Context: an optimization exercise on an open-source flow, tuned for small area. The choices shown serve that exercise and are no tape-out recipe. At most, simulation tests tie the RTL to the original design; equivalence was not proved. No functional check of the RTL was part of runs 4 and 6. Power and IR drop assume default switching activity.

### flow/flow/run.sh
#!/bin/bash
# Standard layout; the clock tree is built without dummy loads and the
# ports get the smallest buffer.
export CTS_ARGS="-sink_clustering_enable -repair_clock_nets -sink_clustering_size 13 -sink_clustering_max_diameter 40 -buf_list sky130_fd_sc_hd__clkbuf_4 -dont_use_dummy_load"
export BUFFER_PORTS_ARGS="-buffer_cell sky130_fd_sc_hd__buf_1"
bash standard.sh > standard.log 2>&1
### flow/config.mk
export PLATFORM = sky130hd
export DESIGN_NAME = top
export DESIGN_NICKNAME = top
export VERILOG_FILES = /design/flow/design.v
export SDC_FILE = /design/flow/constraint.sdc
export NUM_CORES = 4
export LEC_CHECK = 0
export CAP_MARGIN = 20
export CORE_MARGIN = 2
export CORE_UTILIZATION = 80
export CTS_BUF_LIST = sky130_fd_sc_hd__clkbuf_8
export CTS_CLUSTER_DIAMETER = 50
export CTS_CLUSTER_SIZE = 20
export PLACE_DENSITY = 0.92
export SLEW_MARGIN = 20
### flow/standard.sh
#!/bin/bash
# synth_recipe.tcl (not shown) runs the flow's synth.tcl, then flattens the netlist and writes it again
# the make line also repeats each setting of config.mk as NAME=value (left out here)
make -C /OpenROAD-flow-scripts/flow DESIGN_CONFIG=/design/flow/config.mk WORK_HOME=/design/flow/orfs CLKGATE_MAP_FILE= SYNTH_SCRIPT=/design/flow/synth_recipe.tcl "${@:-finish}"
### flow/design.v
module uart_rx (
   input        i_Clock,
   input        i_Reset,
   input        i_Rx_Serial,
   output       o_Cmd,       
   output       o_Pop,       
   output       o_Hold,      
   output       o_Wr_Win,    
   output [7:0] o_Lane       
   );
  localparam s_IDLE   = 3'b000;
  localparam s_CMD2   = 3'b001;   
  localparam s_CLEAN  = 3'b010;   
  localparam s_CMD1   = 3'b011;   
  localparam s_START  = 3'b100;
  localparam s_STARTC = 3'b101;   
  localparam s_STOP   = 3'b110;
  localparam s_DATA   = 3'b111;
  reg       r_Rx_Data;
  reg [2:0] r_SM;
  reg [6:0] r_Cnt;
  reg [2:0] r_Idx;
  reg       r_Hold;
  reg       r_Miss;
  wire w_Busy  = r_SM[2];
  wire w_Start = r_SM[2] & ~r_SM[1];
  wire w_Data  = (r_SM == s_DATA);
  wire w_Full  = r_Cnt[6] & r_Cnt[4] & r_Cnt[2] & r_Cnt[1];    
  wire w_Samp  = w_Data & w_Full;
  wire [7:0] c_Cmd = 8'h5C;
  wire w_Exp = c_Cmd[r_Idx];
  wire [7:0] w_Cry;
  assign w_Cry[0] = 1'b1;
  genvar c;
  generate
    for (c = 0; c < 7; c = c + 1)
      begin : inc
        assign w_Cry[c+1] = w_Cry[c] & r_Cnt[c];
      end
  endgenerate
  always @(posedge i_Clock)
    begin
      if (i_Reset)
        r_Rx_Data <= 1'b1;
      else
        r_Rx_Data <= i_Rx_Serial;
    end
  always @(posedge i_Clock)
    begin
      r_Cnt <= w_Busy ? ({7{~w_Full}} & (r_Cnt ^ w_Cry[6:0])) : 7'd43;
      if (w_Samp)
        begin
          r_Hold <= r_Rx_Data;
          r_Miss <= ((r_Idx != 0) & r_Miss) | (r_Rx_Data ^ w_Exp);
        end
    end
  always @(posedge i_Clock)
    begin
      if (i_Reset)
        begin
          r_SM  <= s_IDLE;
          r_Idx <= 0;
        end
      else
        begin
          if (w_Samp)
            r_Idx <= r_Idx + 1;
          case (r_SM)
            s_START, s_STARTC :
              if (w_Full)
                r_SM <= r_Rx_Data ? s_IDLE : s_DATA;
              else
                r_SM <= s_START;
            s_DATA :
              if (w_Full && r_Idx == 7)
                r_SM <= s_STOP;
            s_STOP :
              if (w_Full)
                r_SM <= s_CLEAN;
            s_CLEAN :
              r_SM <= s_CMD1;
            s_CMD1 :
              r_SM <= r_Rx_Data ? s_CMD2 : s_STARTC;
            default :
              r_SM <= r_Rx_Data ? s_IDLE : s_START;
          endcase
        end
    end
  assign o_Cmd    = r_SM[0] & ~r_SM[1];
  assign o_Pop    = !r_Miss;
  assign o_Hold   = r_Hold;
  assign o_Wr_Win = (r_Cnt[6:5] == 2'b00) &
                    ((w_Data & (r_Idx != 0)) | (r_SM == s_STOP));
  genvar g;
  generate
    for (g = 0; g < 8; g = g + 1)
      begin : lane
        assign o_Lane[g] = (r_Idx == ((g + 1) % 8));
      end
  endgenerate
endmodule
module uart_tx (
   input        i_Clock,
   input        i_Reset,
   input        i_Rd,        
   input        i_Empty,     
   input        i_Hit,       
   input        i_Bit,       
   output [2:0] o_Lane,
   output       o_Tx_Active,
   output reg   o_Tx_Serial,
   output       o_Tx_Done
   );
  localparam s_IDLE  = 3'b000;
  localparam s_IDLED = 3'b001;   
  localparam s_CLEAN = 3'b010;
  localparam s_PRED  = 3'b011;
  localparam s_PRE   = 3'b100;
  localparam s_DATA  = 3'b101;
  localparam s_START = 3'b110;
  localparam s_STOP  = 3'b111;
  reg [2:0] r_SM;
  reg [6:0] r_Cnt;
  reg [2:0] r_Idx;    
  reg       r_Next;
  reg       r_Zero;
  wire w_Busy  = r_SM[2] & (r_SM[1] | r_SM[0]);
  wire w_Ready = ~r_SM[2] & ~(r_SM[1] & r_SM[0]);
  wire w_Data  = (r_SM == s_DATA);
  wire w_Start = (r_SM == s_START);
  wire w_Full  = r_Cnt[6] & r_Cnt[4] & r_Cnt[2] & r_Cnt[1];    
  wire w_Fetch = (w_Start | w_Data) & (r_Cnt[6:5] == 2'b01) & i_Hit;
  wire [7:0] w_Cry;
  assign w_Cry[0] = 1'b1;
  genvar c;
  generate
    for (c = 0; c < 7; c = c + 1)
      begin : inc
        assign w_Cry[c+1] = w_Cry[c] & r_Cnt[c];
      end
  endgenerate
  always @(posedge i_Clock)
    begin
      r_Cnt <= {7{w_Busy & ~w_Full}} & (r_Cnt ^ w_Cry[6:0]);
      if (w_Fetch)
        r_Next <= i_Bit;
      if (w_Ready & i_Rd)
        r_Zero <= i_Empty;
    end
  always @(posedge i_Clock)
    begin
      if (i_Reset)
        begin
          r_SM        <= s_IDLE;
          r_Idx       <= 0;
          o_Tx_Serial <= 1'b1;
        end
      else
        begin
          if (w_Full && (w_Start || (w_Data && r_Idx != 0)))
            r_Idx <= r_Idx + 1;
          if (w_Start)
            o_Tx_Serial <= 1'b0;
          else if (w_Data)
            begin
              if (r_Cnt[6:5] == 2'b00)
                o_Tx_Serial <= r_Next & ~r_Zero;
            end
          else
            o_Tx_Serial <= 1'b1;
          case (r_SM)
            s_IDLE, s_IDLED :
              r_SM <= i_Rd ? s_PRE : s_IDLE;
            s_CLEAN :
              r_SM <= i_Rd ? s_PRED : s_IDLED;
            s_PRE, s_PRED :
              r_SM <= s_START;
            s_START :
              if (w_Full)
                r_SM <= s_DATA;
            s_DATA :
              if (w_Full && r_Idx == 0)
                r_SM <= s_STOP;
            s_STOP :
              if (w_Full)
                r_SM <= s_CLEAN;
          endcase
        end
    end
  assign o_Lane      = r_Idx;
  assign o_Tx_Active = w_Busy;
  assign o_Tx_Done   = ~r_SM[2] & (r_SM[1] | r_SM[0]);
endmodule
module synq_fifo (
    input        clk,
    input        rst,
    input        wr_en,      
    input        rd_en,      
    input        lane_wr,    
    input  [7:0] lane_sel,
    input        lane_bit,
    input  [2:0] rd_lane,    
    output       rd_hit,     
    output       rd_bit,
    output       f_empty,
    output       f_full
    );
    reg [7:0] r_Ring [0:31];
    reg [4:0] a_pos, b_pos;
    reg       r_last_push;    
    wire w_eq   = (a_pos == b_pos);
    wire w_pop  = rd_en & ~f_empty;
    wire w_push = wr_en & ~f_full;
    wire w_wr   = lane_wr & (b_pos == 5'd0) & ~f_full;
    wire [5:0] a_bor, b_bor;
    assign a_bor[0] = ~w_pop;
    assign b_bor[0] = ~w_push;
    genvar g;
    generate
        for (g = 0; g < 5; g = g + 1)
        begin : dec
            assign a_bor[g+1] = a_bor[g] & ~a_pos[g];
            assign b_bor[g+1] = b_bor[g] & ~b_pos[g];
        end
    endgenerate
    integer i;
    always @(posedge clk)
    begin
        for (i = 0; i < 31; i = i + 1)
            r_Ring[i] <= r_Ring[i+1];
        r_Ring[31] <= (w_wr ? lane_sel : 8'h00) & {8{lane_bit}} |
                      (w_wr ? ~lane_sel : 8'hFF) & r_Ring[0];
    end
    always @(posedge clk)
    begin
        if (rst)
        begin
            a_pos  <= 0;
            b_pos  <= 0;
            r_last_push <= 0;
        end
        else
        begin
            a_pos <= a_pos ^ a_bor[4:0];
            b_pos <= b_pos ^ b_bor[4:0];
            if (w_pop)
                r_last_push <= 0;
            else if (w_push)
                r_last_push <= 1;
        end
    end
    assign rd_hit  = (a_pos == 5'd1);
    assign rd_bit  = r_Ring[0][rd_lane];
    assign f_empty = w_eq & ~r_last_push;
    assign f_full  = w_eq & r_last_push;
endmodule
module control_logic(
    input  i_Cmd,
    input  i_Pop,
    output o_wr_en,
    output o_rd_en
    );
    assign o_wr_en = i_Cmd & ~i_Pop;
    assign o_rd_en = i_Cmd & i_Pop;
endmodule
module top(
    input Clock,
    input Reset,
    input Rx_Serial,
    output f_full,
    output f_empty,
    output Tx_Active,
    output Tx_Serial,
    output Tx_Done
    );
    wire       cmd, pop, hold, wr_win, rd, wr, hit, rbit;
    wire [7:0] lane;
    wire [2:0] tx_lane;
uart_rx uart_rx_inst(
   .i_Clock(Clock),
   .i_Reset(Reset),
   .i_Rx_Serial(Rx_Serial),
   .o_Cmd(cmd),
   .o_Pop(pop),
   .o_Hold(hold),
   .o_Wr_Win(wr_win),
   .o_Lane(lane)
   );
control_logic control_logic_inst(
    .i_Cmd(cmd),
    .i_Pop(pop),
    .o_wr_en(wr),
    .o_rd_en(rd)
    );
synq_fifo synq_fifo_inst(
    .clk(Clock),
    .rst(Reset),
    .wr_en(wr),
    .rd_en(rd),
    .lane_wr(wr_win),
    .lane_sel(lane),
    .lane_bit(hold),
    .rd_lane(tx_lane),
    .rd_hit(hit),
    .rd_bit(rbit),
    .f_empty(f_empty),
    .f_full(f_full)
    );
uart_tx uart_tx_inst(
   .i_Clock(Clock),
   .i_Reset(Reset),
   .i_Rd(rd),
   .i_Empty(f_empty),
   .i_Hit(hit),
   .i_Bit(rbit),
   .o_Lane(tx_lane),
   .o_Tx_Active(Tx_Active),
   .o_Tx_Serial(Tx_Serial),
   .o_Tx_Done(Tx_Done)
   );
endmodule
### flow/constraint.sdc
create_clock -name core_clock -period 10.0 [get_ports {Clock}]
set_input_delay 2.0000 -clock core_clock [delete_from_list [all_inputs] [get_ports {Clock}]]
set_output_delay 2.0000 -clock core_clock [all_outputs]
set_load 0.01 [all_outputs]
==> results of run 1 <==
-- metal layers --
| layer | track usage, % | wire, µm | up-vias |
|---|---|---|---|
| li1 | - | - | 1671 |
| met2 | 37.89 | 5370 | 108 |
| met4 | 11.06 | 415 | 0 |
| met1 | 29.40 | 4700 | 1657 |
| met3 | 5.084 | 537 | 37 |
| met5 | 0 | 0 | - |
-- through the flow --
| stage | hold WS, ps | cells | utilization [%] |
|---|---|---|---|
| after floorplan | 309.6 | 495 | - |
| after global placement | 310.2 | 604 | 82.61 |
| after detailed placement | 312.1 | 604 | 82.61 |
| after CTS | 315.0 | 631 | 84.84 |
| after global routing | 327.4 | 631 | 84.85 |
| final | 322.0 | 632 | 84.88 |
-- registers in the layout, summed over array words and instances, names as in the netlist, 3 cells and up --
signal	flops
uart_tx_inst.r_SM	3
uart_rx_inst.r_Cnt	7
synq_fifo_inst.b_pos	5
uart_tx_inst.r_Idx	3
uart_rx_inst.r_SM	3
uart_rx_inst.r_Idx	3
synq_fifo_inst.a_pos	5
uart_tx_inst.r_Cnt	7
synq_fifo_inst.r_Ring	256
-- layout make-up --
cell class / instances / area, µm²
Tap cell: 111 / 138.9
Antenna cell: 1 / 2.502
Clock buffer: 27 / 202.7
Multi-Input combinational cell: 166 / 1255
Fill cell: 406 / 1378
Timing Repair Buffer: 7 / 27.53
Sequential cell: 299 / 6026
Inverter: 21 / 78.83
-- cells by family (layout without fill, tap and decap cells) --
kind of cell    after synthesis  after routing
xor+xnor                     11             11
simple gates                 74             74
other cells                   0              1
fa+ha+maj                    26             26
buf+inv                      30             55
flops                       299            299
compound gates               43             43
mux                          12             12
-- layout by cell type (no fill, tap or decap), types with 2 or more instances in the layout --
cell       instances
nand3_1            7
nor2_1            22
inv_1             21
a21oi_1           10
and2_1             7
o21ai_0           14
nor3_1             2
ha_1              26
mux4_2             2
buf_1              6
o211ai_1           5
mux2_2             3
edfxtp_1           4
nor2b_1            2
nand2_1           12
o21a_1             2
dfxtp_1          295
o2111ai_1          5
nand2b_1           5
clkbuf_4          27
a211oi_1           3
and3_1             4
mux2_1             6
xnor2_1           10
nand3b_1           3
-- critical path, cell delays in order (launching register included) --
cell	delay, ps
dfxtp_1	370
xnor2_1	240
nand3_1	380
nand3b_1	300
nor2_1	140
buf_1	180
-- where the power goes --
group / internal [W] / switching, W
clock: 0.000125 / 0.000314
combinational: 0.0000205 / 0.0000283
sequential: 0.00120 / 0.0000102
-- worst max-delay path by stage --
stage	start	to	slack (ps)	cells after the start
6_report	synq_fifo_inst.b_pos[4]$_SDFF_PP0_	f_empty	5770	5
5_1_grt	synq_fifo_inst.b_pos[4]$_SDFF_PP0_	f_empty	5590	5
4_1_cts	synq_fifo_inst.b_pos[4]$_SDFF_PP0_	f_empty	5780	5
3_5_place_dp	synq_fifo_inst.b_pos[4]$_SDFF_PP0_	f_empty	6520	5
3_3_place_gp	synq_fifo_inst.b_pos[4]$_SDFF_PP0_	f_empty	6670	5
2_1_floorplan	synq_fifo_inst.b_pos[4]$_SDFF_PP0_	f_empty	6870	5
==> run notes, run 1 <==
setup TNS 0 ps; GRT Overall Usage 23.09%; worst vdd ir 150.8 µV; Detail Route Antenna Nets 0; Warnings, synthesis 4; RSZ-0062 raised after global routing false; #FFs+latches synth roughly 300; Final setup viols 0; final instance area 7731 µm²; largest fanout on the critical path 11; Synth top area share between 70% and 80%; setup slack, reg-to-reg 7570 ps; Syn Inst Count 495; IO Pins 8; FP Rows 35; Synth area leader dfxtp_1; Final GP Congestion around 0.80; I/O Buffers 7; pin count of the biggest net entering global routing 26; DP HPWL ~7100 µm; Die W 100.1 µm; # DRC 0; total number of vias around 3500; Placed Area 7525 µm²; Reg-to-Reg End synq_fifo_inst.r_Ring[31][6]$_DFF_P_; GR Overflow Total 0; CTS Buf Count 27; Worst EP required 8000 ps; Post-synth ARST share 0%; Post-Route WL 11020 µm; kind of critical path register to output port; Layout Nets 551; final worst slack 5770 ps; fin crit share about 42%; die height 100.1 µm; post-synthesis net count 524; largest family of logic cells by synthesized area simple AND/OR/NAND/NOR gates; Seq/Total Area, Yosys 81.50%; Slew Limit Headroom 58.53%; Synth area leaders dfxtp_1 80%, ha_1 4.4%, edfxtp_1 1.6%; Initial Util 81.17%; min cycle time layout 4230 ps; fmax 236.4 MHz; Synth Area in Compound Gates 3.926%; cell area after synthesis about 7400 µm²; fin. max-slew vios 0; Total Power 0.001701 W; count leader, synth dfxtp_1; initial antenna violation count 2; first-pass GRT wire length 17910 µm; mux cell area share after synthesis 2.115%; hold path endpoint synq_fifo_inst.r_Ring[4][6]$_DFF_P_; Pleak 3.089 nW; vias per cell 5.495; max-capacitance violation count 0; most frequent cells after synthesis 295 x dfxtp_1, 26 x ha_1, 22 x nor2_1; CTS resizes 0; Sink Count 299; Synth Area in Simple Gates 5.229%; status timing/DRC/antenna clean; number of global-route vias before repair 3615; Synth Area in Adders 4.400%; DIE AREA around 10000 µm²; Clock Path Buffers 3; hold crit path type register to register; CP arrival about 2200 ps; Setup Buffers After CTS 0; PwrDens 220.0 nW/µm²; worst reg2reg startpoint uart_rx_inst.r_Idx[0]$_SDFFE_PP0P_; Worst setup EP type output port; Place WS 6515 ps; final count of hold timing violations 0; worst-margin pin slew 615.6 ps; reg2reg path depth 6; layout cells sized above 1 around 7.3%; Top FF cell, synth dfxtp_1; First-pass DRT Iterations 4; HP Start synq_fifo_inst.r_Ring[5][6]$_DFF_P_; later-pin clock latency in the skew report around 600 ps; WL/cell 17.44 µm; root buf cell clkbuf_4; Clock Skew 26.69 ps; post-synth cell types 40; startpoint types register; Core Area 9109 µm²; xor and xnor fraction of the mapped netlist area approximately 1.3%; number of enable flip-flop cells after synthesis 4; H-tree Lvls 1; Syn Area/Cell 14.94 µm²; Post-CTS Hold Fix Bufs 0; hold depth 0; CTS tree done; CTS clk-pin slew, worst paths 130 ps; Initial DRC Count 173; area grow syn2layout 4.569%
==> run 2: changes to the inputs <==
==> flow/flow/run.sh (replaced) <==
#!/bin/bash
# Standard layout; the clock tree is built without dummy loads and the
# ports get the smallest buffer.
export CTS_ARGS="-sink_clustering_enable -repair_clock_nets -sink_clustering_size 12 -sink_clustering_max_diameter 40 -buf_list sky130_fd_sc_hd__clkbuf_4 -dont_use_dummy_load"
export BUFFER_PORTS_ARGS="-buffer_cell sky130_fd_sc_hd__buf_1"
bash standard.sh > standard.log 2>&1
==> run 2 against run 1 <==
  * Still clean on timing, DRC and antenna
  * Sequential cell count did not move
  * Maximum frequency is 0.44% higher
  * First-iteration DRC count is 7.5% higher
  * Hold slack got worse by 29 ps
  * Setup slack improved by 19 ps
  * Power grew 0.52%
  * Core utilization grew 0.14 points
  * Non-clock buffer count is the same
  * Critical endpoint unchanged
  * Largest power group unchanged
  * Highest routed layer unchanged
==> run notes, run 2 <==
Synth top area share 79.88% (unchanged); min cycle time layout 4211 ps (-18.68 ps); Syn Inst Count 495 (unchanged); Total Power 0.001710 W (+0.52%); Worst setup EP type output port; GRT Overall Usage 23.12% (+0.030 points); Post-synth ARST share 0% (unchanged); die height 100.1 µm (unchanged); setup TNS 0 ps (unchanged); FP Rows 35 (unchanged); Final setup viols 0 (unchanged); Biggest register synq_fifo_inst.r_Ring; WL/cell 17.59 µm (+0.83%); fin util 85.01% (+0.14 points); Die W 100.1 µm (unchanged); final worst slack 5789 ps (+18.68 ps); registers with the most flip-flops synq_fifo_inst.r_Ring x256, uart_rx_inst.r_Cnt x7, uart_tx_inst.r_Cnt x7; Synth area leaders dfxtp_1 80%, ha_1 4.4%, edfxtp_1 1.6%; max-capacitance violation count 0 (unchanged); Synth Area in Adders 4.400% (unchanged); max FFs per register 256 (unchanged); Place WS 6515 ps (unchanged); CTS tree done; largest fanout on the critical path 11 (unchanged); PwrDens 220.8 nW/µm² (+0.36%); Detail Route Antenna Nets 0 (unchanged); first-pass GRT wire length 17920 µm (about the same); Synth Area in Simple Gates 5.229% (unchanged); hold path endpoint synq_fifo_inst.r_Ring[28][4]$_DFF_P_; cell area after synthesis 7393 µm² (unchanged); Syn Area/Cell 14.94 µm² (unchanged); number of global-route vias before repair 3636 (+0.58%); Core Area 9109 µm² (unchanged); RSZ-0062 raised after global routing false; count leader, synth dfxtp_1; worst-margin pin slew 616.3 ps (+0.7397 ps); Post-Route WL 11130 µm (+0.99%); most common cell after layout, fill and taps aside dfxtp_1; vias per cell 5.488 (-0.13%); Post-CTS Hold Fix Bufs 0 (unchanged); hold depth 0 (unchanged); Clock Skew 56.87 ps (+30.18 ps); Clock Path Buffers 3 (unchanged); CP arrival 2210 ps (-20 ps); post-synth cell types 40 (unchanged); post-synthesis net count 524 (unchanged); total number of vias 3474 (+0.029%); Initial Util 81.17% (unchanged); Synth area leader dfxtp_1; Setup Buffers After CTS 0 (unchanged); ant diodes 0 (-1); layout cells sized above 1 7.663% (+0.36 points); Seq/Total Area, Yosys 81.50% (unchanged); Initial DRC Count 186 (+7.5%); root buf cell clkbuf_4; Pleak 3.098 nW (+0.30%); later-pin clock latency in the skew report 640 ps (+30 ps); reg2reg path depth 6 (unchanged); area grow syn2layout 4.739%; Warnings, synthesis 4 (unchanged); worst reg2reg startpoint uart_rx_inst.r_Idx[0]$_SDFFE_PP0P_; CTS clk-pin slew, worst paths 120 ps (about the same); DIE AREA 10030 µm² (unchanged); fin. max-slew vios 0 (unchanged); mux cell area share after synthesis 2.115% (unchanged); hold crit path type register to register; initial antenna violation count 0 (-2); First-pass DRT Iterations 7 (+3); number of enable flip-flop cells after synthesis 4 (unchanged); fmax 237.5 MHz (+0.44%); Reg-to-Reg End synq_fifo_inst.r_Ring[31][6]$_DFF_P_; final count of hold timing violations 0 (unchanged); pin count of the biggest net entering global routing 26 (unchanged); most frequent cells after synthesis 295 x dfxtp_1, 26 x ha_1, 22 x nor2_1; fin crit share 42.11% (-0.19 points); H-tree Lvls 1 (unchanged); largest family of logic cells by synthesized area simple AND/OR/NAND/NOR gates; worst vdd ir 150.9 µV (+0.11%); setup slack, reg-to-reg 7490 ps (-80 ps); GR Overflow Total 0 (unchanged); Top FF cell, synth dfxtp_1; Synth Area in Compound Gates 3.926% (unchanged); CTS resizes 0 (unchanged); # DRC 0 (unchanged); Worst EP required 8000 ps (about the same); most frequent cells in the layout 295 x dfxtp_1, 29 x clkbuf_4, 26 x ha_1; DP HPWL 7140 µm (unchanged); Sink Count 299 (unchanged); IO Pins 8 (unchanged); status timing/DRC/antenna clean; #FFs+latches synth 299 (unchanged); xor and xnor fraction of the mapped netlist area 1.303% (unchanged); Final GP Congestion 0.8042 (unchanged); startpoint types register; HP Start synq_fifo_inst.r_Ring[29][4]$_DFF_P_; Layout Nets 553 (+0.36%); CTS Buf Count 29 (+7.4%); I/O Buffers 7 (unchanged); Slew Limit Headroom 58.48% (about the same); kind of critical path register to output port
## run 2: cell counts after synthesis
Identical to the previous run, type by type.
## run 2: power by group
part	switching (W)	internal, W	total (W)
logic	0.0000287	0.0000206	0.0000492
clock network	0.000313	0.000134	0.000447
registers	0.0000106	0.00120	0.00121
total	0.000353	0.00136	0.00171
## run 2: cell families (layout without fill, tap and decap cells)
kind of cell    count (synthesis)  in the layout
flops                         299            299
mux                            12             12
fa+ha+maj                      26             26
compound gates                 43             43
buf+inv                        30             57
xor+xnor                       11             11
simple gates                   74             74
## run 2: metrics by stage
step | instances | area (µm²) | hold slack (ps)
global placement | 604 | 7525 | 310.2
detailed placement | 604 | 7525 | 312.1
finish | 633 | 7744 | 292.7
CTS | 633 | 7742 | 284.9
global route | 633 | 7744 | 295.6
floorplan | 495 | 7393 | 309.6
## run 2: worst max-delay path by stage
stage	slack, ps	startpoint	cells past startpoint	end
6_report	5790	synq_fifo_inst.a_pos[4]$_SDFF_PP0_	5	f_empty
4_1_cts	5760	synq_fifo_inst.a_pos[4]$_SDFF_PP0_	5	f_empty
2_1_floorplan	6870	synq_fifo_inst.b_pos[4]$_SDFF_PP0_	5	f_empty
5_1_grt	5610	synq_fifo_inst.a_pos[4]$_SDFF_PP0_	5	f_empty
3_5_place_dp	6520	synq_fifo_inst.b_pos[4]$_SDFF_PP0_	5	f_empty
3_3_place_gp	6670	synq_fifo_inst.b_pos[4]$_SDFF_PP0_	5	f_empty
## run 2: layout make-up
cell class | instances | area, µm²
clock buffer | 29 | 217.7
sequential | 299 | 6026
timing repair buffer | 7 | 27.53
multi-input combinational | 166 | 1255
fill | 408 | 1365
tap | 111 | 138.9
inverter | 21 | 78.83
## run 2: metal layers
metal	vias up	GRT usage (%)	wire length, µm
met1	1657	29.36	4764
met3	31	4.875	550
met4	0	11.80	363
met5	-	0	0
met2	111	37.84	5453
li1	1675	-	-
## run 2: critical path: stages, from the launching register on
cell and delay (ps):
dfxtp_1 410, xnor2_1 150, nand3_1 380, nand3b_1 310
nor2_1 140, buf_1 180
==> run 3: changes to the inputs <==
==> flow/flow/run.sh (replaced) <==
#!/bin/bash
# Standard layout; the clock tree is built without dummy loads and the
# ports get the smallest buffer. Every tool writes its output to standard.log.
export CTS_ARGS="-sink_clustering_enable -repair_clock_nets -sink_clustering_size 12 -sink_clustering_max_diameter 40 -buf_list sky130_fd_sc_hd__clkbuf_4 -dont_use_dummy_load"
export BUFFER_PORTS_ARGS="-buffer_cell sky130_fd_sc_hd__buf_1"
bash standard.sh > standard.log 2>&1
==> run 3 against run 2 <==
  * Still clean
  * Power is the same
  * Global-route usage is the same
  * Register-to-register slack is essentially flat
  * Final area is the same
  * Die area is the same
  * Synthesized area is the same
  * Critical path type unchanged
  * Largest cell class unchanged
==> run notes, run 3 <==
number of enable flip-flop cells after synthesis 4 (unchanged); worst vdd ir 150.9 µV (unchanged); Top FF cell, synth dfxtp_1; area grow syn2layout 4.739% (unchanged); CTS clk-pin slew, worst paths 120 ps (about the same); post-synth cell types 40 (unchanged); RSZ-0062 raised after global routing false; Initial DRC Count 186 (unchanged); most common cell after layout, fill and taps aside dfxtp_1; Synth top area share 79.88% (unchanged); Slew Limit Headroom 58.48% (unchanged); Total Power 0.001710 W (unchanged); Clock Skew 56.87 ps (unchanged); most frequent cells in the layout 295 x dfxtp_1, 29 x clkbuf_4, 26 x ha_1; FP Rows 35 (unchanged); largest fanout on the critical path 11 (unchanged); die height 100.1 µm (unchanged); vias per cell 5.488 (unchanged); final count of hold timing violations 0 (unchanged); Final GP Congestion 0.8042 (unchanged); ant diodes 0 (unchanged); # DRC 0 (unchanged); final non-filler cell total 633 (unchanged); Initial Util 81.17% (unchanged); first-pass GRT wire length 17920 µm (unchanged); worst-margin pin slew 616.3 ps (unchanged); status timing/DRC/antenna clean; Int Pwr 0.001357 W (unchanged); Syn Inst Count 495 (unchanged); Post-Route WL 11130 µm (unchanged); Core Area 9109 µm² (unchanged); CTS tree done; Crit-path slowest cell dfxtp_1; initial antenna violation count 0 (unchanged); Clock Path Buffers 3 (unchanged); fin crit share 42.11% (unchanged); Setup Buffers After CTS 0 (unchanged); #FFs+latches synth 299 (unchanged); cell area after synthesis 7393 µm² (unchanged); GRT Overall Usage 23.12% (unchanged); setup TNS 0 ps (unchanged); H-tree Lvls 1 (unchanged); total number of vias 3474 (unchanged); multi-input logic area 1255 µm² (unchanged); min cycle time layout 4211 ps (unchanged); Inst Count DP 604 (unchanged); max-capacitance violation count 0 (unchanged); CTS resizes 0 (unchanged); Seq/Total Area, Yosys 81.50% (unchanged); Comb power frac 2.9% (about the same); crit-path max cell delay 410 ps (about the same); Warnings, synthesis 4 (unchanged); Fillers 408 (unchanged); I/O Buffers 7 (unchanged); fin util 85.01% (unchanged); Post-CTS Hold Fix Bufs 0 (unchanged); pin count of the biggest net entering global routing 26 (unchanged); Clock Power Share 26.2% (about the same); most frequent cells after synthesis 295 x dfxtp_1, 26 x ha_1, 22 x nor2_1; registers with the most flip-flops synq_fifo_inst.r_Ring x256, uart_rx_inst.r_Cnt x7, uart_tx_inst.r_Cnt x7; register cell area after layout 6026 µm² (unchanged); later-pin clock latency in the skew report 640 ps (about the same); max FFs per register 256 (unchanged); DP HPWL 7140 µm (unchanged); Final setup viols 0 (unchanged); Worst setup EP type output port; Syn Area/Cell 14.94 µm² (unchanged); Worst Path Buf+Inv 1 (unchanged); Detail Route Antenna Nets 0 (unchanged); CP arrival 2210 ps (about the same); switching power 0.0003527 W (unchanged); number of global-route vias before repair 3636 (unchanged); Pleak 3.098 nW (unchanged); GR Overflow Total 0 (unchanged); Synth area leader dfxtp_1; fin. max-slew vios 0 (unchanged); Worst EP required 8000 ps (about the same); Synth area leaders dfxtp_1 80%, ha_1 4.4%, edfxtp_1 1.6%; Die W 100.1 µm (unchanged); kind of critical path register to output port; Post-synth ARST share 0% (unchanged); fmax 237.5 MHz (unchanged); DIE AREA 10030 µm² (unchanged); PwrDens 220.8 nW/µm² (unchanged); count leader, synth dfxtp_1; hold crit path type register to register; Sink Count 299 (unchanged); layout cells sized above 1 7.663% (unchanged); Cell Chain, Critical Path xnor2_1 -> nand3_1 -> nand3b_1 -> nor2_1 -> buf_1; Layout Nets 553 (unchanged); post-synthesis net count 524 (unchanged); family with the most delay on the worst path simple AND/OR/NAND/NOR gates; IO Pins 8 (unchanged); root buf cell clkbuf_4; First-pass DRT Iterations 7 (unchanged); Switching Fraction 20.63% (unchanged); CTS Buf Count 29 (unchanged); sequential group share of total power 71.0% (about the same); startpoint types register; WL/cell 17.59 µm (unchanged); WHS 292.7 ps (unchanged); Biggest register synq_fifo_inst.r_Ring
## run 3: cell counts after synthesis
No cell type changed its count.
## run 3: metrics by stage
| stage | area, µm² | setup slack [ps] |
|---|---|---|
| finish | 7744 | 5789 |
| global route | 7744 | 5612 |
| CTS | 7742 | 5757 |
| detailed placement | 7525 | 6515 |
| global placement | 7525 | 6667 |
| floorplan | 7393 | 6867 |
## run 3: area by class of cell
type | instances | share of cell area, %
clock buffer | 29 | 2.811
inverter | 21 | 1.018
multi-input combinational | 166 | 16.21
sequential | 299 | 77.82
tap | 111 | 1.794
timing repair buffer | 7 | 0.3555
## run 3: kinds of logic after synthesis
group                      count (synthesis)  share of synthesized area (%)
adders and majority gates                 26                          4.400
muxes                                     12                          2.115
xor gates and xnor gates                  11                          1.303
and+or+nand+nor                           74                          5.229
AOI/OAI and AO/OA                         43                          3.926
DFF                                      299                          81.50
buffers and inverters                     30                          1.523
## run 3: final timing paths
kind	startpoint	to	slack [ps]	depth (start not counted)
max	synq_fifo_inst.a_pos[4]$_SDFF_PP0_	f_empty	5790	5
min	synq_fifo_inst.r_Ring[29][4]$_DFF_P_	synq_fifo_inst.r_Ring[28][4]$_DFF_P_	290	0
max reg2reg	uart_rx_inst.r_Idx[0]$_SDFFE_PP0P_	synq_fifo_inst.r_Ring[31][6]$_DFF_P_	7490	6
min reg2reg	synq_fifo_inst.r_Ring[29][4]$_DFF_P_	synq_fifo_inst.r_Ring[28][4]$_DFF_P_	290	0
## run 3: power by group through the flow
stage          clock network (W)  logic (W)  registers (W)
2_1_floorplan                  0  0.0000372        0.00124
5_1_grt                 0.000501  0.0000538        0.00121
6_report                0.000447  0.0000492        0.00121
3_5_place_dp                   0  0.0000471        0.00124
3_3_place_gp                   0  0.0000408        0.00124
4_1_cts                 0.000460  0.0000487        0.00121
## run 3: per-layer routing
layer / part of all wire, % / global-route usage (%) / routed length, µm
met5: 0 / 0 / 0
met4: 3.3 / 11.80 / 363
met1: 43 / 29.36 / 4764
met3: 4.9 / 4.875 / 550
met2: 49 / 37.84 / 5453
==> run 4: changes to the inputs <==
--- a/flow/design.v
+++ b/flow/design.v
@@ -144,7 +144,7 @@
       r_Cnt <= {7{w_Busy & ~w_Full}} & (r_Cnt ^ w_Cry[6:0]);
       if (w_Fetch)
         r_Next <= i_Bit;
-      if (w_Ready & i_Rd)
+      if (w_Ready)
         r_Zero <= i_Empty;
     end
   always @(posedge i_Clock)
==> run 4 against run 3 <==
  * Still clean
  * Clock-buffer cell count unchanged
  * Global-route usage up 1.6 points
  * Critical path depth is the same
  * Hold slack lost 5.8 ps
  * Maximum frequency grew 2.8%
  * Power grew 0.18%
  * Wire length up 6.6%
  * Non-clock buffer count is 1 higher
  * First-iteration DRC count decreased by 2.2%
  * Synthesized cell count up 0.40%
  * Sequential share of layout area down 0.063 points
  * Critical endpoint unchanged
  * Largest power group unchanged
  * Highest routed layer unchanged
==> run notes, run 4 <==
Synth area leader dfxtp_1; Sink Count 299 (unchanged); Final setup viols 0 (unchanged); Crit-path slowest cell dfxtp_1; number of global-route vias before repair 3567 (-1.9%); First-pass DRT Iterations 4 (-3); area grow syn2layout 4.823% (about the same); Setup Buffers After CTS 0 (unchanged); fmax 244.2 MHz (+2.8%); GR Overflow Total 0 (unchanged); max-capacitance violation count 0 (unchanged); worst vdd ir 166.0 µV (+10%); CTS clk-pin slew, worst paths 120 ps (about the same); min cycle time layout 4095 ps (-116.4 ps); final count of hold timing violations 0 (unchanged); Pleak 3.105 nW (+0.22%); # DRC 0 (unchanged); Die W 100.1 µm (unchanged); registers with the most flip-flops synq_fifo_inst.r_Ring x256, uart_rx_inst.r_Cnt x7, uart_tx_inst.r_Cnt x7; startpoint types register; setup TNS 0 ps (unchanged); max FFs per register 256 (unchanged); worst-margin pin slew 596.2 ps (-20.13 ps); hold crit path type register to register; Syn Area/Cell 14.88 µm² (-0.40%); WL/cell 18.69 µm (+6.3%); Initial DRC Count 182 (-2.2%); multi-input logic area 1251 µm² (-0.30%); Layout Nets 555 (+0.36%); Core Area 9109 µm² (unchanged); initial antenna violation count 0 (unchanged); fin. max-slew vios 0 (unchanged); fin util 85.08% (about the same); Detail Route Antenna Nets 0 (unchanged); most common cell after layout, fill and taps aside dfxtp_1; post-synth cell types 41 (+2.5%); Biggest register synq_fifo_inst.r_Ring; Seq/Total Area, Yosys 81.50% (unchanged); final instance area 7750 µm² (about the same); Synth area leaders dfxtp_1 80%, ha_1 4.4%, edfxtp_1 1.6%; Worst EP required 8000 ps (about the same); Post-CTS Hold Fix Bufs 0 (unchanged); cell area after synthesis 7393 µm² (unchanged); Post-synth ARST share 0% (unchanged); Initial Util 81.17% (unchanged); CP arrival 2090 ps (-120 ps); Clock Path Buffers 3 (unchanged); vias per cell 5.405 (-1.5%); largest fanout on the critical path 11 (unchanged); Post-Route WL 11870 µm (+6.6%); first-pass GRT wire length 18830 µm (+5.1%); total number of vias 3432 (-1.2%); CTS tree done; H-tree Lvls 1 (unchanged); root buf cell clkbuf_4; DP HPWL 7402 µm (+3.7%); Placed Area 7521 µm² (about the same); pin count of the biggest net entering global routing 26 (unchanged); GRT Overall Usage 24.76% (+1.6 points); PwrDens 221.0 nW/µm² (about the same); DIE AREA 10030 µm² (unchanged); Slew Limit Headroom 60.11% (+1.6 points); CTS resizes 0 (unchanged); fin crit share 40.95% (-1.2 points); Top FF cell, synth dfxtp_1; Syn Inst Count 497 (+0.40%); layout cells sized above 1 7.443% (-0.22 points); most frequent cells in the layout 295 x dfxtp_1, 29 x clkbuf_4, 26 x ha_1; count leader, synth dfxtp_1; #FFs+latches synth 299 (unchanged); Synth top area share 79.88% (unchanged); ant diodes 0 (unchanged); Warnings, synthesis 4 (unchanged); Clock Skew 37.49 ps (-19.38 ps); RSZ-0062 raised after global routing false; I/O Buffers 7 (unchanged); Cell Chain, Critical Path xnor2_1 -> nand3_1 -> nand3b_1 -> nor2_1 -> buf_1; status timing/DRC/antenna clean; Worst setup EP type output port; family with the most delay on the worst path simple AND/OR/NAND/NOR gates; later-pin clock latency in the skew report 600 ps (-40 ps); crit-path max cell delay 410 ps (about the same); IO Pins 8 (unchanged); Final GP Congestion 0.8386 (+4.3%); die height 100.1 µm (unchanged); register cell area after layout 6026 µm² (unchanged); most frequent cells after synthesis 295 x dfxtp_1, 26 x ha_1, 24 x nor2_1; post-synthesis net count 526 (+0.38%); FP Rows 35 (unchanged); Fillers 388 (-4.9%); number of enable flip-flop cells after synthesis 4 (unchanged); Worst Path Buf+Inv 1 (unchanged); CTS Buf Count 29 (unchanged); kind of critical path register to output port
run 4: final cells by class:
type	instances	area share, %
Sequential cell	299	77.75
Clock buffer	29	2.809
Timing Repair Buffer	8	0.4843
Tap cell	111	1.792
Multi-Input combinational cell	167	16.14
Inverter	21	1.017
run 4: cell families after synthesis:
family,share of synthesized area (%)
simple gates,5.043
fa+ha+maj,4.400
compound gates,4.062
buf+inv,1.574
xor+xnor,1.303
mux,2.115
flops,81.50
run 4: per-stage QoR:
step,hold WS [ps],total power (W),cells,setup WS (ps)
2_1_floorplan,309.6,0.001275,497,6860
3_3_place_gp,310.6,0.001283,605,6647
3_5_place_dp,312.1,0.001288,605,6520
4_1_cts,289.8,0.001724,634,5835
5_1_grt,291.7,0.001780,635,5736
6_report,286.9,0.001713,635,5905
run 4: report_power, final:
group	switching [W]	internal (W)	total (W)
clock network	0.000317	0.000134	0.000451
registers	0.0000109	0.00120	0.00121
logic	0.0000259	0.0000206	0.0000466
total	0.000354	0.00136	0.00171
run 4: worst paths after layout:
kind | from | to | slack, ps | depth (start not counted)
min | synq_fifo_inst.r_Ring[12][6]$_DFF_P_ | synq_fifo_inst.r_Ring[11][6]$_DFF_P_ | 290 | 0
min reg2reg | synq_fifo_inst.r_Ring[12][6]$_DFF_P_ | synq_fifo_inst.r_Ring[11][6]$_DFF_P_ | 290 | 0
max reg2reg | uart_rx_inst.r_Idx[0]$_SDFFE_PP0P_ | synq_fifo_inst.r_Ring[31][1]$_DFF_P_ | 7570 | 6
max | synq_fifo_inst.a_pos[4]$_SDFF_PP0_ | f_empty | 5910 | 5
run 4: metal layers:
| layer | GRT usage (%) | part of all wire [%] |
|---|---|---|
| met5 | 0 | 0 |
| met4 | 9.378 | 1.8 |
| met3 | 4.387 | 4.2 |
| met2 | 44.30 | 53 |
| met1 | 29.98 | 41 |
run 4: worst reg2reg max path, cell delays in order, from the launching register on:
cell and delay [ps]:
dfxtp_1 470, inv_1 120, ha_1 240, and2b_2 240, a2111oi_4 570, o2111ai_1 250
mux2_1 410
==> run 5: changes to the inputs <==
--- a/flow/design.v
+++ b/flow/design.v
@@ -25,7 +25,9 @@
   wire w_Busy  = r_SM[2];
   wire w_Start = r_SM[2] & ~r_SM[1];
   wire w_Data  = (r_SM == s_DATA);
+  wire w_Half  = r_Cnt[5] & r_Cnt[3] & r_Cnt[1] & r_Cnt[0];    
   wire w_Full  = r_Cnt[6] & r_Cnt[4] & r_Cnt[2] & r_Cnt[1];    
+  wire w_End   = w_Start ? w_Half : w_Full;
   wire w_Samp  = w_Data & w_Full;
   wire [7:0] c_Cmd = 8'h5C;
   wire w_Exp = c_Cmd[r_Idx];
@@ -47,7 +49,7 @@
     end
   always @(posedge i_Clock)
     begin
-      r_Cnt <= w_Busy ? ({7{~w_Full}} & (r_Cnt ^ w_Cry[6:0])) : 7'd43;
+      r_Cnt <= {7{w_Busy & ~w_End}} & (r_Cnt ^ w_Cry[6:0]);
       if (w_Samp)
         begin
           r_Hold <= r_Rx_Data;
@@ -67,7 +69,7 @@
             r_Idx <= r_Idx + 1;
           case (r_SM)
             s_START, s_STARTC :
-              if (w_Full)
+              if (w_Half)
                 r_SM <= r_Rx_Data ? s_IDLE : s_DATA;
               else
                 r_SM <= s_START;
@@ -144,7 +146,7 @@
       r_Cnt <= {7{w_Busy & ~w_Full}} & (r_Cnt ^ w_Cry[6:0]);
       if (w_Fetch)
         r_Next <= i_Bit;
-      if (w_Ready)
+      if (w_Ready & i_Rd)
         r_Zero <= i_Empty;
     end
   always @(posedge i_Clock)
@@ -163,7 +165,7 @@
             o_Tx_Serial <= 1'b0;
           else if (w_Data)
             begin
-              if (r_Cnt[6:5] == 2'b00)
+              if (r_Cnt == 0)
                 o_Tx_Serial <= r_Next & ~r_Zero;
             end
           else
==> flow/flow/run.sh (replaced) <==
#!/bin/bash
# Standard layout, with the clock tree built without dummy loads.
cat standard.sh > standard_sh_copy.log
export CTS_ARGS="-sink_clustering_enable -repair_clock_nets -sink_clustering_size 22 -sink_clustering_max_diameter 45 -buf_list sky130_fd_sc_hd__clkbuf_8 -dont_use_dummy_load"
bash standard.sh > standard.log 2>&1
--- a/flow/config.mk
+++ b/flow/config.mk
@@ -7,9 +7,9 @@
 export LEC_CHECK = 0
 export CAP_MARGIN = 20
 export CORE_MARGIN = 2
-export CORE_UTILIZATION = 80
+export CORE_UTILIZATION = 70
 export CTS_BUF_LIST = sky130_fd_sc_hd__clkbuf_8
-export CTS_CLUSTER_DIAMETER = 50
-export CTS_CLUSTER_SIZE = 20
-export PLACE_DENSITY = 0.92
+export CTS_CLUSTER_DIAMETER = 45
+export CTS_CLUSTER_SIZE = 22
+export PLACE_DENSITY = 0.85
 export SLEW_MARGIN = 20
==> run 5 against run 4 <==
  * Synthesized cell count grew 2.8%
  * First-iteration DRC count is 12% lower
  * Critical path type unchanged
  * Sequential cell count unchanged
  * Still clean on timing, DRC and antenna
  * Clock-buffer cell count shrank 10
  * Largest cell class unchanged
==> run notes, run 5 <==
status timing/DRC/antenna clean; worst-margin pin slew 920.3 ps (+324.1 ps); Int Pwr 0.001395 W (+2.7%); Top FF cell, synth dfxtp_1; Post-synth ARST share 0% (unchanged); Biggest register synq_fifo_inst.r_Ring; most common cell after layout, fill and taps aside dfxtp_1; Comb power frac 3.0% (+0.3 points); Slew Limit Headroom 38.45% (-22 points); Warnings, synthesis 4 (unchanged); Worst setup EP type output port; Layout Nets 559 (+0.72%); max FFs per register 256 (unchanged); post-synthesis net count 541 (+2.9%); post-synth cell types 42 (+2.4%); startpoint types register; final non-filler cell total 663 (+4.4%); Detail Route Antenna Nets 0 (unchanged); ant diodes 0 (unchanged); count leader, synth dfxtp_1; Pleak 3.183 nW (+2.5%); Sink Count 299 (unchanged); Final GP Congestion 0.8316 (-0.83%); min cycle time layout 4621 ps (+526.0 ps); Initial DRC Count 160 (-12%); Total Power 0.001747 W (+2.0%); later-pin clock latency in the skew report 510 ps (-90 ps); fmax 216.4 MHz (-11%); Initial Util 72.25% (-8.9 points); #FFs+latches synth 299 (unchanged); RSZ-0062 raised after global routing false; kind of critical path register to output port; registers with the most flip-flops synq_fifo_inst.r_Ring x256, uart_rx_inst.r_Cnt x7, uart_tx_inst.r_Cnt x7; H-tree Lvls 1 (unchanged); total number of vias 3448 (+0.47%); first-pass GRT wire length 17050 µm (-9.5%); setup TNS 0 ps (unchanged); fin crit share 46.21% (+5.3 points); final count of hold timing violations 0 (unchanged); CTS resizes 0 (unchanged); number of global-route vias before repair 3520 (-1.3%); max-capacitance violation count 0 (unchanged); Worst EP required 8000 ps (about the same); WL/cell 15.52 µm (-17%); Synth area leaders dfxtp_1 79%, ha_1 4.5%, edfxtp_1 1.6%; DP HPWL 6664 µm (-10%); sequential group share of total power 69.4% (-1.5 points); Clock Skew 42.46 ps (+4.968 ps); most frequent cells after synthesis 295 x dfxtp_1, 27 x ha_1, 25 x inv_1; largest fanout on the critical path 9 (-2); hold crit path type register to register; vias per cell 5.201 (-3.8%); Seq/Total Area, Yosys 80.43% (-1.1 points); area grow syn2layout 6.112%; Clock Power Share 27.7% (+1.4 points); CTS tree done; Clock Path Buffers 3 (unchanged); Post-Route WL 10290 µm (-13%); I/O Buffers 7 (unchanged); most frequent cells in the layout 295 x dfxtp_1, 27 x ha_1, 25 x inv_1; layout cells sized above 1 4.744% (-2.7 points); number of enable flip-flop cells after synthesis 4 (unchanged); Switching Fraction 20.13% (-0.56 points); pin count of the biggest net entering global routing 26 (unchanged); die height 107.5 µm (+7.3%); Syn Inst Count 511 (+2.8%); DIE AREA 11550 µm² (+15%); worst vdd ir 182.2 µV (+9.8%); Post-CTS Hold Fix Bufs 0 (unchanged); cell area after synthesis 7492 µm² (+1.3%); First-pass DRT Iterations 4 (unchanged); Synth top area share 78.82% (-1.1 points); FP Rows 37 (+5.7%); fin. max-slew vios 0 (unchanged); CTS Buf Count 19 (-34%); Syn Area/Cell 14.66 µm² (-1.4%); PwrDens 219.8 nW/µm² (-0.56%); switching power 0.0003517 W (-0.73%); Die W 107.5 µm (+7.3%); CTS clk-pin slew, worst paths 110 ps (about the same); Setup Buffers After CTS 0 (unchanged); Core Area 10370 µm² (+14%); Final setup viols 0 (unchanged); # DRC 0 (unchanged); GR Overflow Total 0 (unchanged); root buf cell clkbuf_8; Inst Count DP 644 (+6.4%); CP arrival 2620 ps (+530 ps); Synth area leader dfxtp_1; GRT Overall Usage 18.94% (-5.8 points); initial antenna violation count 1 (+1); IO Pins 8 (unchanged)
==> run 5: area by class of cell <==
class	instances	area (µm²)
fillers	614	2420
clock buffers	19	261.5
inverters	25	93.84
well taps	136	170.2
multi-input cells	177	1329
flip-flops and latches	299	6026
repair buffers	7	70.07
==> run 5: through the flow <==
step	area [µm²]	hold slack (ps)	worst slack, ps	util [%]
2_1_floorplan	7492	309.6	6672	-
3_3_place_gp	7689	311.2	6107	74.14
3_5_place_dp	7689	312.1	5961	74.14
4_1_cts	7950	286.0	5363	76.67
5_1_grt	7950	293.2	5187	76.67
6_report	7950	287.9	5379	76.67
==> run 5: logic make-up (layout without fill, tap and decap cells) <==
logic type / after synthesis / count (layout) / synth area share (%)
adder cells (fa/ha/maj): 27 / 27 / 4.509
XOR/XNOR: 9 / 9 / 1.052
AO/OA/AOI/OAI: 44 / 44 / 4.125
flip-flops: 299 / 299 / 80.43
AND/OR/NAND/NOR: 85 / 85 / 5.962
buffers and inverters: 35 / 51 / 1.837
multiplexers: 12 / 12 / 2.088
==> run 5: final timing paths <==
path | from | endpoint | slack (ps) | cells after the start
setup / recovery | synq_fifo_inst.b_pos[1]$_SDFF_PP0_ | f_empty | 5380 | 5
hold reg to reg | synq_fifo_inst.r_Ring[25][0]$_DFF_P_ | synq_fifo_inst.r_Ring[24][0]$_DFF_P_ | 290 | 0
hold / removal | synq_fifo_inst.r_Ring[25][0]$_DFF_P_ | synq_fifo_inst.r_Ring[24][0]$_DFF_P_ | 290 | 0
setup reg to reg | synq_fifo_inst.b_pos[1]$_SDFF_PP0_ | synq_fifo_inst.b_pos[4]$_SDFF_PP0_ | 7380 | 10
==> run 5: power by group through the flow <==
stage               registers [W]  clock network, W  logic (W)
floorplan                 0.00124                 0  0.0000382
global placement          0.00124                 0  0.0000461
detailed placement        0.00124                 0  0.0000500
CTS                       0.00121          0.000500  0.0000516
global route              0.00121          0.000540  0.0000585
finish                    0.00121          0.000483  0.0000516
==> run 5: worst max-delay path: stages (launching register included) <==
cell	delay, ps
dfxtp_1	420
inv_1	110
a221oi_2	640
nand2_1	230
nor2_1	190
clkdlybuf4s50_1	560
==> run 5: metal layers <==
metal	global-route usage (%)	vias to the layer above	wire length, µm
met4	6.502	2	272
li1	-	1687	-
met5	0	-	13
met2	31.28	64	4850
met1	25.12	1666	4740
met3	3.935	29	412
==> run 6: changes to the inputs <==
--- a/flow/design.v
+++ b/flow/design.v
@@ -25,9 +25,7 @@
   wire w_Busy  = r_SM[2];
   wire w_Start = r_SM[2] & ~r_SM[1];
   wire w_Data  = (r_SM == s_DATA);
-  wire w_Half  = r_Cnt[5] & r_Cnt[3] & r_Cnt[1] & r_Cnt[0];    
   wire w_Full  = r_Cnt[6] & r_Cnt[4] & r_Cnt[2] & r_Cnt[1];    
-  wire w_End   = w_Start ? w_Half : w_Full;
   wire w_Samp  = w_Data & w_Full;
   wire [7:0] c_Cmd = 8'h5C;
   wire w_Exp = c_Cmd[r_Idx];
@@ -49,7 +47,7 @@
     end
   always @(posedge i_Clock)
     begin
-      r_Cnt <= {7{w_Busy & ~w_End}} & (r_Cnt ^ w_Cry[6:0]);
+      r_Cnt <= w_Busy ? ({7{~w_Full}} & (r_Cnt ^ w_Cry[6:0])) : 7'd43;
       if (w_Samp)
         begin
           r_Hold <= r_Rx_Data;
@@ -69,7 +67,7 @@
             r_Idx <= r_Idx + 1;
           case (r_SM)
             s_START, s_STARTC :
-              if (w_Half)
+              if (w_Full)
                 r_SM <= r_Rx_Data ? s_IDLE : s_DATA;
               else
                 r_SM <= s_START;
@@ -113,25 +111,24 @@
    output reg   o_Tx_Serial,
    output       o_Tx_Done
    );
-  localparam s_IDLE  = 3'b000;
-  localparam s_IDLED = 3'b001;   
-  localparam s_CLEAN = 3'b010;
-  localparam s_PRED  = 3'b011;
-  localparam s_PRE   = 3'b100;
-  localparam s_DATA  = 3'b101;
-  localparam s_START = 3'b110;
-  localparam s_STOP  = 3'b111;
-  reg [2:0] r_SM;
+  localparam s_CLEAN = 4'd0;
+  localparam s_IDLED = 4'd1;   
+  localparam s_IDLE  = 4'd2;
+  localparam s_PRED  = 4'd4;
+  localparam s_PRE   = 4'd5;
+  localparam s_START = 4'd6;
+  localparam s_DATA0 = 4'd7;   
+  localparam s_STOP  = 4'd15;
+  reg [3:0] r_SM;
   reg [6:0] r_Cnt;
-  reg [2:0] r_Idx;    
   reg       r_Next;
   reg       r_Zero;
-  wire w_Busy  = r_SM[2] & (r_SM[1] | r_SM[0]);
-  wire w_Ready = ~r_SM[2] & ~(r_SM[1] & r_SM[0]);
-  wire w_Data  = (r_SM == s_DATA);
+  wire w_Busy  = r_SM[3] | (r_SM[2] & r_SM[1]);           
+  wire w_Ready = ~r_SM[3] & ~r_SM[2] & ~(r_SM[1] & r_SM[0]);   
   wire w_Start = (r_SM == s_START);
+  wire w_Data  = r_SM[3] ? (r_SM != s_STOP) : (r_SM == s_DATA0);
   wire w_Full  = r_Cnt[6] & r_Cnt[4] & r_Cnt[2] & r_Cnt[1];    
-  wire w_Fetch = (w_Start | w_Data) & (r_Cnt[6:5] == 2'b01) & i_Hit;
+  wire w_Fetch = w_Busy & (r_Cnt[6:5] == 2'b01) & i_Hit;
   wire [7:0] w_Cry;
   assign w_Cry[0] = 1'b1;
   genvar c;
@@ -154,44 +151,35 @@
       if (i_Reset)
         begin
           r_SM        <= s_IDLE;
-          r_Idx       <= 0;
           o_Tx_Serial <= 1'b1;
         end
       else
         begin
-          if (w_Full && (w_Start || (w_Data && r_Idx != 0)))
-            r_Idx <= r_Idx + 1;
           if (w_Start)
             o_Tx_Serial <= 1'b0;
           else if (w_Data)
             begin
-              if (r_Cnt == 0)
+              if (r_Cnt[6:5] == 2'b00)
                 o_Tx_Serial <= r_Next & ~r_Zero;
             end
           else
             o_Tx_Serial <= 1'b1;
           case (r_SM)
-            s_IDLE, s_IDLED :
-              r_SM <= i_Rd ? s_PRE : s_IDLE;
             s_CLEAN :
               r_SM <= i_Rd ? s_PRED : s_IDLED;
-            s_PRE, s_PRED :
+            s_IDLED, s_IDLE, 4'd3 :
+              r_SM <= i_Rd ? s_PRE : s_IDLE;
+            s_PRED, s_PRE :
               r_SM <= s_START;
-            s_START :
-              if (w_Full)
-                r_SM <= s_DATA;
-            s_DATA :
-              if (w_Full && r_Idx == 0)
-                r_SM <= s_STOP;
-            s_STOP :
+            default :
               if (w_Full)
-                r_SM <= s_CLEAN;
+                r_SM <= r_SM + 1'b1;
           endcase
         end
     end
-  assign o_Lane      = r_Idx;
+  assign o_Lane      = r_SM[2:0] + 3'd2;
   assign o_Tx_Active = w_Busy;
-  assign o_Tx_Done   = ~r_SM[2] & (r_SM[1] | r_SM[0]);
+  assign o_Tx_Done   = (r_SM == s_CLEAN) | (r_SM == s_IDLED) | (r_SM == s_PRED);
 endmodule
 module synq_fifo (
     input        clk,
==> flow/flow/run.sh (replaced) <==
#!/bin/bash
# Standard layout; the clock tree is built without dummy loads and the
# ports get the smallest buffer. Every tool writes its output to standard.log.
export CTS_ARGS="-sink_clustering_enable -repair_clock_nets -sink_clustering_size 12 -sink_clustering_max_diameter 40 -buf_list sky130_fd_sc_hd__clkbuf_4 -dont_use_dummy_load"
export BUFFER_PORTS_ARGS="-buffer_cell sky130_fd_sc_hd__buf_1"
bash standard.sh > standard.log 2>&1
--- a/flow/config.mk
+++ b/flow/config.mk
@@ -7,9 +7,9 @@
 export LEC_CHECK = 0
 export CAP_MARGIN = 20
 export CORE_MARGIN = 2
-export CORE_UTILIZATION = 70
+export CORE_UTILIZATION = 80
 export CTS_BUF_LIST = sky130_fd_sc_hd__clkbuf_8
-export CTS_CLUSTER_DIAMETER = 45
-export CTS_CLUSTER_SIZE = 22
-export PLACE_DENSITY = 0.85
+export CTS_CLUSTER_DIAMETER = 50
+export CTS_CLUSTER_SIZE = 20
+export PLACE_DENSITY = 0.92
 export SLEW_MARGIN = 20
==> run 6 against run 5 <==
  * Synthesized cell count shrank 2.2%
  * Core utilization grew 8.6 points
  * Final area shrank 2.3%
  * Maximum frequency grew 7.0%
  * Clock power shrank 7.5%
  * Clock-buffer cell count grew 10
  * Global-route usage grew 5.3 points
  * Sequential share of layout area grew 1.3 points
  * Sequential power is essentially flat
  * Combinational power grew to 2.9 times the previous value
  * Largest power group unchanged
  * Highest routed layer is now met4
==> run notes, run 6 <==
sequential group share of total power 67.2% (-2.2 points); total number of vias 3476 (+0.81%); die height 100.3 µm (-6.6%); worst-margin pin slew 1167 ps (+246.7 ps); Slew Limit Headroom 22.20% (-16 points); status timing/DRC/antenna clean; CTS clk-pin slew, worst paths 120 ps (about the same); Detail Route Antenna Nets 0 (unchanged); Biggest register synq_fifo_inst.r_Ring; CTS resizes 0 (unchanged); Final setup viols 0 (unchanged); Setup Buffers After CTS 0 (unchanged); Layout Nets 560 (+0.18%); post-synthesis net count 532 (-1.7%); Final GP Congestion 0.7973 (-4.1%); worst vdd ir 191.2 µV (+4.9%); I/O Buffers 7 (unchanged); fin crit share 43.19% (-3.0 points); Clock Skew 41.64 ps (-0.8150 ps); initial antenna violation count 0 (-1); WL/cell 18.15 µm (+17%); Die W 100.3 µm (-6.6%); count leader, synth dfxtp_1; Int Pwr 0.001398 W (+0.16%); Switching Fraction 23.59% (+3.5 points); fmax 231.6 MHz (+7.0%); max-capacitance violation count 0 (unchanged); later-pin clock latency in the skew report 620 ps (+110 ps); family with the most delay on the worst path simple AND/OR/NAND/NOR gates; Post-CTS Hold Fix Bufs 0 (unchanged); final count of hold timing violations 0 (unchanged); Clock Path Buffers 3 (unchanged); first-pass GRT wire length 18520 µm (+8.6%); vias per cell 5.457 (+4.9%); Inst Count DP 608 (-5.6%); fin. max-slew vios 0 (unchanged); Initial DRC Count 143 (-11%); crit-path max cell delay 490 ps (-150 ps); layout cells sized above 1 7.224% (+2.5 points); setup TNS 0 ps (unchanged); Synth area leaders dfxtp_1 79%, ha_1 4.9%, edfxtp_1 1.6%; Initial Util 81.52% (+9.3 points); GRT Overall Usage 24.27% (+5.3 points); number of enable flip-flop cells after synthesis 4 (unchanged); post-synth cell types 46 (+9.5%); Synth top area share 78.99% (+0.16 points); Syn Area/Cell 14.85 µm² (+1.3%); Worst Path Buf+Inv 1 (-1); GR Overflow Total 0 (unchanged); hold crit path type register to register; Total Power 0.001829 W (+4.7%); ant diodes 0 (unchanged); most frequent cells in the layout 293 x dfxtp_1, 29 x nor2_1, 29 x ha_1, 29 x clkbuf_4, 17 x inv_1; most frequent cells after synthesis 293 x dfxtp_1, 29 x ha_1, 29 x nor2_1; startpoint types register; most common cell after layout, fill and taps aside dfxtp_1; Core Area 9109 µm² (-12%); Top FF cell, synth dfxtp_1; Crit-path slowest cell or3_1; Pleak 3.150 nW (-1.0%); RSZ-0062 raised after global routing false; #FFs+latches synth 297 (-0.67%); H-tree Lvls 1 (unchanged); max FFs per register 256 (unchanged); Warnings, synthesis 4 (unchanged); kind of critical path register to output port; Worst setup EP type output port; Syn Inst Count 500 (-2.2%); DP HPWL 7793 µm (+17%); area grow syn2layout 4.600%; Post-Route WL 11560 µm (+12%); First-pass DRT Iterations 4 (unchanged); Post-synth ARST share 0% (unchanged); cell area after synthesis 7426 µm² (-0.89%); FP Rows 35 (-5.4%); Worst EP required 8000 ps (about the same); Clock Power Share 24.4% (-3.3 points); PwrDens 235.5 nW/µm² (+7.2%); Cell Chain, Critical Path xnor2_1 -> nand3_1 -> or3_1 -> nor2_1 -> buf_1; number of global-route vias before repair 3657 (+3.9%); min cycle time layout 4319 ps (-302.0 ps); CP arrival 2320 ps (-300 ps); final non-filler cell total 637 (-3.9%); Seq/Total Area, Yosys 80.61% (+0.18 points); largest fanout on the critical path 11 (+2); Synth area leader dfxtp_1; CTS tree done; IO Pins 8 (unchanged); Sink Count 297 (-0.67%); switching power 0.0004315 W (+23%); registers with the most flip-flops synq_fifo_inst.r_Ring x256, uart_rx_inst.r_Cnt x7, uart_tx_inst.r_Cnt x7; # DRC 0 (unchanged); DIE AREA 10070 µm² (-13%); Comb power frac 8.3% (+5.3 points); root buf cell clkbuf_4; pin count of the biggest net entering global routing 24 (-7.7%); CTS Buf Count 29 (+10)
[run 6: layer usage]
metal | global-route usage, % | part of all wire [%] | wire length [µm]
met5 | 0 | 0 | 0
met4 | 11.06 | 3.5 | 402
met3 | 4.596 | 4.5 | 520
met2 | 41.15 | 50 | 5747
met1 | 30.41 | 42 | 4892
[run 6: path summary, 6_finish.rpt]
check / startpoint / endpoint / slack (ps) / cells past startpoint
setup / recovery: synq_fifo_inst.a_pos[3]$_SDFF_PP0_ / f_empty / 5680 / 5
hold reg to reg: synq_fifo_inst.r_Ring[29][0]$_DFF_P_ / synq_fifo_inst.r_Ring[28][0]$_DFF_P_ / 310 / 0
setup reg to reg: uart_rx_inst.r_SM[0]$_SDFFE_PP0P_ / synq_fifo_inst.a_pos[4]$_SDFF_PP0_ / 7330 / 8
hold / removal: synq_fifo_inst.r_Ring[29][0]$_DFF_P_ / synq_fifo_inst.r_Ring[28][0]$_DFF_P_ / 310 / 0
[run 6: metrics by stage]
stage	util [%]	setup WS (ps)	hold slack (ps)	instance area (µm²)
floorplan	-	6673	309.6	7426
global placement	82.88	6502	312.0	7550
detailed placement	82.88	6377	312.1	7550
CTS	85.27	5714	292.6	7767
global route	85.27	5541	298.1	7767
finish	85.27	5681	306.8	7767
[run 6: power groups by stage]
stage                     logic (W)  clock network (W)  registers (W)
after floorplan            0.000109                  0        0.00125
after global placement     0.000124                  0        0.00125
after detailed placement   0.000148                  0        0.00126
after CTS                  0.000149           0.000454        0.00123
after global routing       0.000165           0.000498        0.00123
final                      0.000152           0.000447        0.00123
[run 6: kinds of logic (layout without fill, tap and decap cells)]
family,count (synthesis),after routing,synth area share (%)
adders and majority gates,29,29,4.886
DFF,297,297,80.61
xor gates and xnor gates,14,14,1.651
and+or+nand+nor,84,84,5.796
AOI/OAI and AO/OA,37,37,3.538
buffers and inverters,27,53,1.415
muxes,12,12,2.106
[run 6: worst register-to-register path, cell delays in order, from the launching register on]
cell and delay, ps:
dfxtp_1 530, nor3b_1 720, o21ai_0 220, ha_1 260, ha_1 200, ha_1 200
ha_1 200, xnor2_1 130, nor2_1 50
[run 6: layout make-up]
cell class / instances / area (µm²)
well taps: 111 / 138.9
inverters: 17 / 63.81
multi-input cells: 176 / 1335
fillers: 403 / 1341
flip-flops and latches: 297 / 5986
clock buffers: 29 / 217.7
repair buffers: 7 / 26.28

-- afterwards: timing with drivers on the ports --
In the flow no input, the clock included, has a driving cell. The finished layouts below were timed again as built, in two steps.
Step 1, drivers: a clkbuf_16 drives Clock and a buf_2 each remaining input, both assumed.
Step 2 adds t to the input delays and takes it off the output delays; t is the mean of the earliest and latest rising clock arrival at the registers after step 1. Input paths then give back, and output paths get back, about the clock's delay inside the block.
a / b / c = ideal / step 1 / step 2; a / b = the first two.
run | shift t [ns] | slack for setup (ns) | worst slew at a driven data input, ns
run 1 | 0.627 | 5.770 / 5.738 / 6.365 | 0.03
run 2 | 0.635 | 5.789 / 5.756 / 6.391 | 0.03
run 3 | 0.635 | 5.789 / 5.756 / 6.391 | 0.03
run 4 | 0.622 | 5.905 / 5.871 / 6.493 | 0.03
run 5 | 0.522 | 5.379 / 5.344 / 5.867 | 0.03
run 6 | 0.639 | 5.681 / 5.647 / 6.287 | 0.03
After both steps every run listed still meets setup and hold.
